This is an optimization exercise on Yosys and OpenROAD, whose aim is small area and a short achievable clock period, not a production implementation. Where RTL was checked, it was by simulation tests only, not by an equivalence proof against the original.

run A:
// mac
module mac(
    input [15:0] x1,
    input [15:0] x2,
    input clk,
    input rst,
    input en,
    output [39:0] y
    );
reg [39:0] S;
reg [31:0] C;
wire s1;
wire c2;
wire s3;
wire c4;
wire s5;
wire c6;
wire s7;
wire c8;
wire s9;
wire c10;
wire s11;
wire c12;
wire s13;
wire c14;
wire s15;
wire c16;
wire s17;
wire c18;
wire s19;
wire c20;
wire s21;
wire c22;
wire s23;
wire c24;
wire s25;
wire c26;
wire s27;
wire c28;
wire s29;
wire c30;
wire s31;
wire c32;
wire s33;
wire c34;
wire s35;
wire c36;
wire s37;
wire c38;
wire s39;
wire c40;
wire s41;
wire c42;
wire s43;
wire c44;
wire s45;
wire c46;
wire s47;
wire c48;
wire s49;
wire c50;
wire s51;
wire c52;
wire s53;
wire c54;
wire s55;
wire c56;
wire s57;
wire c58;
wire s59;
wire c60;
wire s61;
wire c62;
wire s63;
wire c64;
wire s65;
wire c66;
wire s67;
wire c68;
wire s69;
wire c70;
wire s71;
wire c72;
wire s73;
wire c74;
wire s75;
wire c76;
wire s77;
wire c78;
wire s79;
wire c80;
wire s81;
wire c82;
wire s83;
wire c84;
wire s85;
wire c86;
wire s87;
wire c88;
wire s89;
wire c90;
wire s91;
wire c92;
wire s93;
wire c94;
wire s95;
wire c96;
wire s97;
wire c98;
wire s99;
wire c100;
wire s101;
wire c102;
wire s103;
wire c104;
wire s105;
wire c106;
wire s107;
wire c108;
wire s109;
wire c110;
wire s111;
wire c112;
wire s113;
wire c114;
wire s115;
wire c116;
wire s117;
wire c118;
wire s119;
wire c120;
wire s121;
wire c122;
wire s123;
wire c124;
wire s125;
  ...
Size in the first run: about 910 cells after synthesis, about 72 flip-flops, about 75 I/O pins, about 9200 um^2 of cells after synthesis.
Settings: LEC_CHECK=0, ABC_AREA=1, CAP_MARGIN=20, CORE_MARGIN=2, CORE_UTILIZATION=60, CTS_BUF_LIST=sky130_fd_sc_hd__clkbuf_4 sky130_fd_sc_hd__clkbuf_8, SETUP_SLACK_MARGIN=5, SLEW_MARGIN=20, SYNTH_HIERARCHICAL=1; clock period 12.0 ns.
standard.sh (not shown) runs the stock make flow with config.mk's settings and CLKGATE_MAP_FILE= SYNTH_SCRIPT=/design/flow/synth_recipe.tcl, a recipe that flattens the netlist after the stock synthesis.
==> flow/flow/run.sh <==
#!/bin/bash
# The standard layout (standard.sh: ORFS synthesis to final layout) with a
# few extra ORFS settings; the clock, constraints and synthesis script are
# unchanged. Settings come from flow/params.sh:
#   MARGIN      setup slack that repair_timing aims for (ns)
#   PORTBUF     cell used to buffer every input and output port
#   EXTRA       further ORFS make variables
set -u
. flow/params.sh
bash standard.sh SETUP_SLACK_MARGIN=$MARGIN "BUFFER_PORTS_ARGS=-buffer_cell $PORTBUF" $EXTRA finish > standard.log 2>&1
==> flow/flow/params.sh <==
MARGIN=6.5
PORTBUF=sky130_fd_sc_hd__buf_1
EXTRA="ABC_LOAD_IN_FF=2 SKIP_GATE_CLONING=1"
What run B does differently from run A at the input level:
==> flow/flow/params.sh <==
MARGIN=6.5
PORTBUF=sky130_fd_sc_hd__buf_2
EXTRA="ABC_LOAD_IN_FF=2 RECOVER_POWER=30"
--- outcome ---
Nothing crashed in run B and all stages finished; the problem is that the final layout failed, the offending checks being max-capacitance violations, max-slew violations. On final cell utilization of the core, run A and run B are neck and neck. The run showing the greater multi-input combinational area share is run A. Re adder-cell share of the synthesized area: no difference whatsoever between run B and run A. As far as cell area after layout is concerned, run A and run B perform about the same.
Changes in run C relative to run B:
# run B
export LEC_CHECK = 0
export ABC_AREA = 1
export CAP_MARGIN = 20
export CORE_MARGIN = 2
export CORE_UTILIZATION = 60
export CTS_BUF_LIST = sky130_fd_sc_hd__clkbuf_4 sky130_fd_sc_hd__clkbuf_8
export SETUP_SLACK_MARGIN = 5
export SLEW_MARGIN = 20
export SYNTH_HIERARCHICAL = 1
create_clock -name core_clock -period 12.0 [get_ports {clk}]
# run C
export LEC_CHECK = 0
export ABC_AREA = 1
export CAP_MARGIN = 20
export CORE_MARGIN = 2
export CORE_UTILIZATION = 75
export CTS_BUF_LIST = sky130_fd_sc_hd__clkbuf_4 sky130_fd_sc_hd__clkbuf_8
export SETUP_SLACK_MARGIN = 5
export SLEW_MARGIN = 20
export SYNTH_HIERARCHICAL = 1
create_clock -name core_clock -period 12.0 [get_ports {clk}]
==> flow/flow/params.sh <==
MARGIN=6.5
PORTBUF=sky130_fd_sc_hd__buf_2
EXTRA="ABC_LOAD_IN_FF=2"
Results
Looking at the reports, run C completed the entire flow and the layout it produced met the timing, design-rule and antenna checks. Run B reports its critical path start-end classification as in -> async while run C reports reg -> out. Via count delta for run C relative to run B: 305 higher.
Input-level comparison between run D and run C:
# run C
export LEC_CHECK = 0
export ABC_AREA = 1
export CAP_MARGIN = 20
export CORE_MARGIN = 2
export CORE_UTILIZATION = 75
export CTS_BUF_LIST = sky130_fd_sc_hd__clkbuf_4 sky130_fd_sc_hd__clkbuf_8
export SETUP_SLACK_MARGIN = 5
export SLEW_MARGIN = 20
export SYNTH_HIERARCHICAL = 1
create_clock -name core_clock -period 12.0 [get_ports {clk}]
# run D
export LEC_CHECK = 0
export ABC_AREA = 1
export CAP_MARGIN = 20
export CORE_MARGIN = 2
export CORE_UTILIZATION = 60
export CTS_BUF_LIST = sky130_fd_sc_hd__clkbuf_4 sky130_fd_sc_hd__clkbuf_8
export SETUP_SLACK_MARGIN = 5
export SLEW_MARGIN = 20
export SYNTH_HIERARCHICAL = 1
create_clock -name core_clock -period 12.0 [get_ports {clk}]
==> flow/flow/params.sh <==
MARGIN=6.7
PORTBUF=sky130_fd_sc_hd__buf_2
EXTRA="ABC_LOAD_IN_FF=2"
## What came out
Between run C and run D, the detailed route wirelength on metal2 is lower for run C.
Run D vs run C — count of filler cells inserted in the layout climbed by more than half
In run D the area growth from synthesis to final layout turned out 8.4 points higher than in run C.
Start-to-end type of the worst setup path = reg -> out: run C; start-to-end type of the worst setup path = in -> reg: run D
Run C finished every stage and its layout cleared the timing, design-rule and antenna checks.
Run D was carried through to the last stage, and its layout satisfied the timing, design-rule and antenna checks.
Count of clock-net buffers in the final layout: run D vs run C up 3
Compared to run C, run D was floorplanned on a bigger die.
Count of standard-cell rows in run D vs run C: up 13%
Against run C, run D comes in 1.1 points lower on post-route fraction of the period consumed by the critical path.
Comparing wire length for run C and run D, the smaller number came from run C.
Looking at cell with the largest stage delay on the worst path, the fa_2 result is from run D; the dfrtp_1 one comes from run C.
Modified inputs, run E compared to run D
# run D
export LEC_CHECK = 0
export ABC_AREA = 1
export CAP_MARGIN = 20
export CORE_MARGIN = 2
export CORE_UTILIZATION = 60
export CTS_BUF_LIST = sky130_fd_sc_hd__clkbuf_4 sky130_fd_sc_hd__clkbuf_8
export SETUP_SLACK_MARGIN = 5
export SLEW_MARGIN = 20
export SYNTH_HIERARCHICAL = 1
create_clock -name core_clock -period 12.0 [get_ports {clk}]
# run E
export LEC_CHECK = 0
export ABC_AREA = 1
export CAP_MARGIN = 20
export CORE_MARGIN = 2
export CORE_UTILIZATION = 40
export SETUP_SLACK_MARGIN = 5
export SLEW_MARGIN = 20
export SYNTH_HIERARCHICAL = 1
create_clock -name core_clock -period 12.0 [get_ports {clk}]
==> flow/flow/params.sh <==
MARGIN=6.5
PORTBUF=sky130_fd_sc_hd__buf_2
EXTRA="ABC_LOAD_IN_FF=2"
==> comparison <==
- Both conditions hold for run E: the flow ran to the end and the final layout passed the timing, design-rule and antenna checks.
- Run E: post-cts gate resize count lower than run D
- Re flip-flop and latch area: no difference whatsoever between run D and run E.
- The die span in y of run E is higher than that of run D.
- Per the comparison of run E with run D, first-pass GRT wire length picked up an extra 1400 um; utilization has decreased; number of DRC violations after detailed-routing iteration 0 grew by 55.
- Run D -> run E: adder-cell share of the synthesized area delta 0, exact match
- The final reports for run E and run D show non-clock buffer count lower in the former.

========
Setup of v6:
Another version of the RTL of mac (not shown whole).
Size: about 72 flip-flops, roughly 75 I/O pins, ~9300 µm² of cells after synthesis.
export LEC_CHECK = 0
export ABC_AREA = 1
export CAP_MARGIN = 20
export CORE_MARGIN = 2
export CORE_UTILIZATION = 60
export CTS_BUF_LIST = sky130_fd_sc_hd__clkbuf_4 sky130_fd_sc_hd__clkbuf_8
export SETUP_SLACK_MARGIN = 5
export SLEW_MARGIN = 20
export SYNTH_HIERARCHICAL = 1
create_clock -name core_clock -period 12.0 [get_ports {clk}]
==> flow/flow/params.sh <==
MARGIN=7.0
PORTBUF=sky130_fd_sc_hd__buf_1
EXTRA="ABC_LOAD_IN_FF=2"
Scripts as last shown in full above: flow/flow/run.sh
In summary, v6 completed successfully, with a layout that passed the timing, design-rule and antenna checks.
> inputs changed (v6 -> v7)
==> flow/flow/params.sh <==
MARGIN=6.5
PORTBUF=sky130_fd_sc_hd__buf_1
EXTRA="ABC_LOAD_IN_FF=2"
Results
Looking at class of the most critical setup path, the input port to register result is from v7; the register to output port one comes from v6. Between v6 and v7, via count decreased. Taking v6 as the reference, in v7 cell count decreased about 10%.
No run of this note included a check of the RTL's function; only the layout flow was run.

========
Setup of pine:
Another version of the RTL of mac (not shown whole).
For scale: roughly 920 cells after synthesis, about 80 flip-flops, ~0.0098 mm^2 of cells after synthesis.
Settings: LEC_CHECK=0, ABC_AREA=1, CAP_MARGIN=20, CORE_MARGIN=2, CORE_UTILIZATION=40, SETUP_SLACK_MARGIN=5, SLEW_MARGIN=20, SYNTH_HIERARCHICAL=1; clock period 12.0 ns.
==> flow/flow/run.sh <==
#!/bin/bash
MARGIN=${MARGIN:-6}
bash standard.sh SETUP_SLACK_MARGIN=$MARGIN finish > standard.log 2>&1
pine: flow completed, timing, DRC and antenna clean
--- input diff pine..cedar ---
==> flow/flow/run.sh <==
#!/bin/bash
MARGIN=${MARGIN:-6}
bash standard.sh SETUP_SLACK_MARGIN=$MARGIN "BUFFER_PORTS_ARGS=-buffer_cell sky130_fd_sc_hd__buf_2" finish > standard.log 2>&1
[summary]
Compared to pine, cedar leaves more free space in the core. Of the two candidates, pine has the worse worst setup slack and cedar the better one. Number of nets at the end of the flow: cedar vs pine — no meaningful difference.
No run of this note included a check of the RTL's function; only the layout flow was run.

========
mac, a different RTL version from the one above (not shown whole).
Size: ~9000 µm² of cells after synthesis.
Settings: LEC_CHECK=0, ABC_AREA=1, CAP_MARGIN=20, CORE_MARGIN=2, CORE_UTILIZATION=60, CTS_BUF_LIST=sky130_fd_sc_hd__clkbuf_4 sky130_fd_sc_hd__clkbuf_8, SETUP_SLACK_MARGIN=5, SLEW_MARGIN=20, SYNTH_HIERARCHICAL=1; clock period 12.0 ns.
==> flow/flow/run.sh <==
#!/bin/bash
# The standard layout (standard.sh: ORFS synthesis to final layout) with a
# few extra ORFS settings; the clock, constraints and synthesis script are
# unchanged. Settings come from flow/params.sh:
#   MARGIN      setup slack that repair_timing aims for (ns)
#   PORTBUF     cell used to buffer every input and output port
#   EXTRA       further ORFS make variables
set -u
. flow/params.sh
bash standard.sh SETUP_SLACK_MARGIN=$MARGIN "BUFFER_PORTS_ARGS=-buffer_cell $PORTBUF" $EXTRA finish > standard.log 2>&1
==> flow/flow/params.sh <==
MARGIN=6.5
PORTBUF=sky130_fd_sc_hd__buf_1
EXTRA="ABC_LOAD_IN_FF=2 SKIP_LAST_GASP=1"
==> next run, changes <==
==> flow/flow/params.sh (replaced) <==
MARGIN=6.8
PORTBUF=sky130_fd_sc_hd__buf_1
EXTRA="MATCH_CELL_FOOTPRINT=0"
The changed run finished clean.
Non-clock buffer count came out higher by 56.
Worst setup slack is better by 0.23 ns.
Routed wire length is higher by 11%.
Die area stays flat.
Core utilization is higher by 10 points.
Area after synthesis is about the same.
==> next run, changes <==
==> flow/flow/params.sh (replaced) <==
MARGIN=6.5
PORTBUF=sky130_fd_sc_hd__buf_1
EXTRA=""
The new run completed without violations.
Non-clock buffer count came out lower by 46.
Synthesized area stays the same.
Clock skew falls by 0.0056 ns.
Hold slack stays flat.
==> next run, changes <==
==> flow/flow/params.sh (replaced) <==
MARGIN=6.5
PORTBUF=sky130_fd_sc_hd__buf_1
EXTRA="MATCH_CELL_FOOTPRINT=0"
What happened:
- non-clock buffer count is lower by 8
- final cell count came out lower by about 0.7%
- critical path depth stays the same
- setup slack barely changes
- first-iteration DRC count goes up by about 7%

========
mac, a different RTL version from the one above (not shown whole).
Size in the first run: about 1,600 cells after synthesis, about 80 flip-flops, ~75 I/O pins.
make LEC_CHECK=0 CAP_MARGIN=20 CORE_MARGIN=2 CORE_UTILIZATION=40 SLEW_MARGIN=20 finish   # period 12.0 ns
run.sh (not shown) runs the stock make flow with config.mk's settings and CLKGATE_MAP_FILE= SYNTH_SCRIPT=/design/flow/synth_recipe.tcl, a recipe that flattens the netlist after the stock synthesis.
Stock flow here: none of the scripts above is used.
==> next run, changes <==
- ABC_AREA: unset -> 1
- SETUP_SLACK_MARGIN: unset -> 5
Result: Routed wire length went down by 13%; via count goes down by 15%; synthesized area shrinks by 6.1%; register-to-register slack is better by 40 ps; worst setup slack gains 450 ps.
No functional check of the RTL was part of any run of this note.

========
RTL: one of the versions met above, not the one the previous note started from.
Size in the first run: roughly 910 cells after synthesis, roughly 72 flip-flops, roughly 75 I/O pins, about 9200 sq um of cells after synthesis.
Settings: LEC_CHECK=0, ABC_AREA=1, CAP_MARGIN=20, CORE_MARGIN=2, CORE_UTILIZATION=60, CTS_BUF_LIST=sky130_fd_sc_hd__clkbuf_4 sky130_fd_sc_hd__clkbuf_8, SETUP_SLACK_MARGIN=5, SLEW_MARGIN=20, SYNTH_HIERARCHICAL=1; clock period 12.0 ns.
standard.sh (not shown) runs the stock make flow with config.mk's settings and CLKGATE_MAP_FILE= SYNTH_SCRIPT=/design/flow/synth_recipe.tcl, a recipe that flattens the netlist after the stock synthesis.
==> flow/flow/params.sh <==
MARGIN=6.5
PORTBUF=sky130_fd_sc_hd__buf_2
EXTRA="ABC_LOAD_IN_FF=2"
Scripts as last shown in full above: flow/flow/run.sh
The first run produced a clean layout.
Next try:
==> flow/flow/params.sh (replaced) <==
MARGIN=6.5
PORTBUF=sky130_fd_sc_hd__buf_1
EXTRA="ABC_LOAD_IN_FF=2"
Worst setup slack is better by 11 ps.
Core utilization falls by 0.12 points.
Final area barely changes.
Global-route usage decreases by 0.68 points.
Cell count barely changes.
Sequential share of layout area is about the same.
Wire length falls by 3.1%.
Synthesized cell count does not change.
Clock-buffer cell count went up by 2.
Next try:
==> flow/flow/params.sh (replaced) <==
MARGIN=6.5
PORTBUF=sky130_fd_sc_hd__buf_2
EXTRA="ABC_LOAD_IN_FF=2"
--- a/flow/config.mk
+++ b/flow/config.mk
@@ -12,2 +12,3 @@
 export CTS_BUF_LIST = sky130_fd_sc_hd__clkbuf_4 sky130_fd_sc_hd__clkbuf_8
+export PLACE_DENSITY = 0.8
 export SETUP_SLACK_MARGIN = 5
Outcome: Final cell count is about the same. Die area does not change. Non-clock buffer count shrinks by 1. Clock-buffer cell count shrinks by 1. Utilization grows by 0.12 points. Routed wire length shrinks slightly.
Next try:
==> flow/flow/params.sh (replaced) <==
MARGIN=6.5
PORTBUF=sky130_fd_sc_hd__buf_1
EXTRA="ABC_LOAD_IN_FF=2 SETUP_MOVE_SEQUENCE=unbuffer,sizeup,swap"
--- a/flow/config.mk
+++ b/flow/config.mk
@@ -12,3 +12,2 @@
 export CTS_BUF_LIST = sky130_fd_sc_hd__clkbuf_4 sky130_fd_sc_hd__clkbuf_8
-export PLACE_DENSITY = 0.8
 export SETUP_SLACK_MARGIN = 5
=> Count of clock-buffer cells in the layout increases by 1. Maximum frequency came out lower by 0.51%. Worst setup slack gets worse by 28 ps. Synthesized cell count does not change.
Next try:
==> flow/flow/params.sh (replaced) <==
MARGIN=6.5
PORTBUF=sky130_fd_sc_hd__buf_2
EXTRA="ABC_LOAD_IN_FF=1"
Outcome: The new run passed the timing, design-rule and antenna checks; worst setup slack improved by 42 ps; design area rises by 2.8%; routed wire length hardly moves; via count barely changes.

## afterwards: timing with drivers on the ports
Ports are ideal in the flow. The routed layouts listed here were re-timed in OpenROAD. Step 1 sets driving cells, clkbuf_16 on the clock port and buf_2 on the other inputs (assumed; they add their load-dependent delay and slew). Step 2 times the ports against the registers' clock, not the clock port: input delays grow and output delays shrink by t, the midpoint of the rising clock arrivals with the driver on. Three values: ideal, step 1, step 2; two values: the first two.
| run | t, ns | slack for setup (ns) | worst hold slack (ns) |
|---|---|---|---|
| run A | 0.411 | 6.597 / 6.556 / 6.259 | 0.643 / 0.643 / 0.643 |
| run B | 0.407 | 6.267 / 6.283 / 5.876 | 0.659 / 0.659 / 0.659 |
| run C | 0.425 | 6.550 / 6.511 / 6.177 | 0.636 / 0.636 / 0.636 |
| run D | 0.410 | 6.684 / 6.662 / 6.293 | 0.646 / 0.646 / 0.646 |
| run E | 0.392 | 6.537 / 6.489 / 6.232 | 0.639 / 0.639 / 0.639 |
| v6 | 0.420 | 6.722 / 6.680 / 6.260 | 0.636 / 0.636 / 0.636 |
| v7 | 0.426 | 6.635 / 6.610 / 6.223 | 0.617 / 0.617 / 0.617 |
| pine | 0.399 | 6.042 / 6.059 / 5.660 | 0.604 / 0.604 / 0.604 |
| cedar | 0.389 | 6.248 / 6.201 / 6.058 | 0.609 / 0.609 / 0.609 |
| the first run of note 4 | 0.418 | 6.592 / 6.574 / 6.182 | 0.654 / 0.654 / 0.654 |
| the second run of note 4 | 0.419 | 6.822 / 6.797 / 6.397 | 0.649 / 0.649 / 0.649 |
| the third run of note 4 | 0.406 | 6.574 / 6.589 / 6.183 | 0.646 / 0.646 / 0.646 |
| the fourth run of note 4 | 0.405 | 6.571 / 6.586 / 6.181 | 0.646 / 0.646 / 0.646 |
| the first run of note 5 | 0.393 | 4.914 / 4.908 / 4.515 | 0.571 / 0.571 / 0.571 |
| the second run of note 5 | 0.378 | 5.362 / 5.377 / 4.999 | 0.578 / 0.578 / 0.578 |
| the first run of note 6 | 0.408 | 6.586 / 6.570 / 6.192 | 0.660 / 0.660 / 0.660 |
| the second run of note 6 | 0.411 | 6.597 / 6.556 / 6.259 | 0.643 / 0.643 / 0.643 |
| the third run of note 6 | 0.420 | 6.617 / 6.577 / 6.250 | 0.654 / 0.654 / 0.654 |
| the fourth run of note 6 | 0.412 | 6.590 / 6.550 / 6.234 | 0.641 / 0.641 / 0.641 |
| the fifth run of note 6 | 0.408 | 6.631 / 6.591 / 6.270 | 0.650 / 0.650 / 0.650 |
The setup slack of v6, which loses most, moves by -0.042 ns with the drivers and by -0.462 ns with both steps. The worst setup slack also covers recovery checks on asynchronous resets.
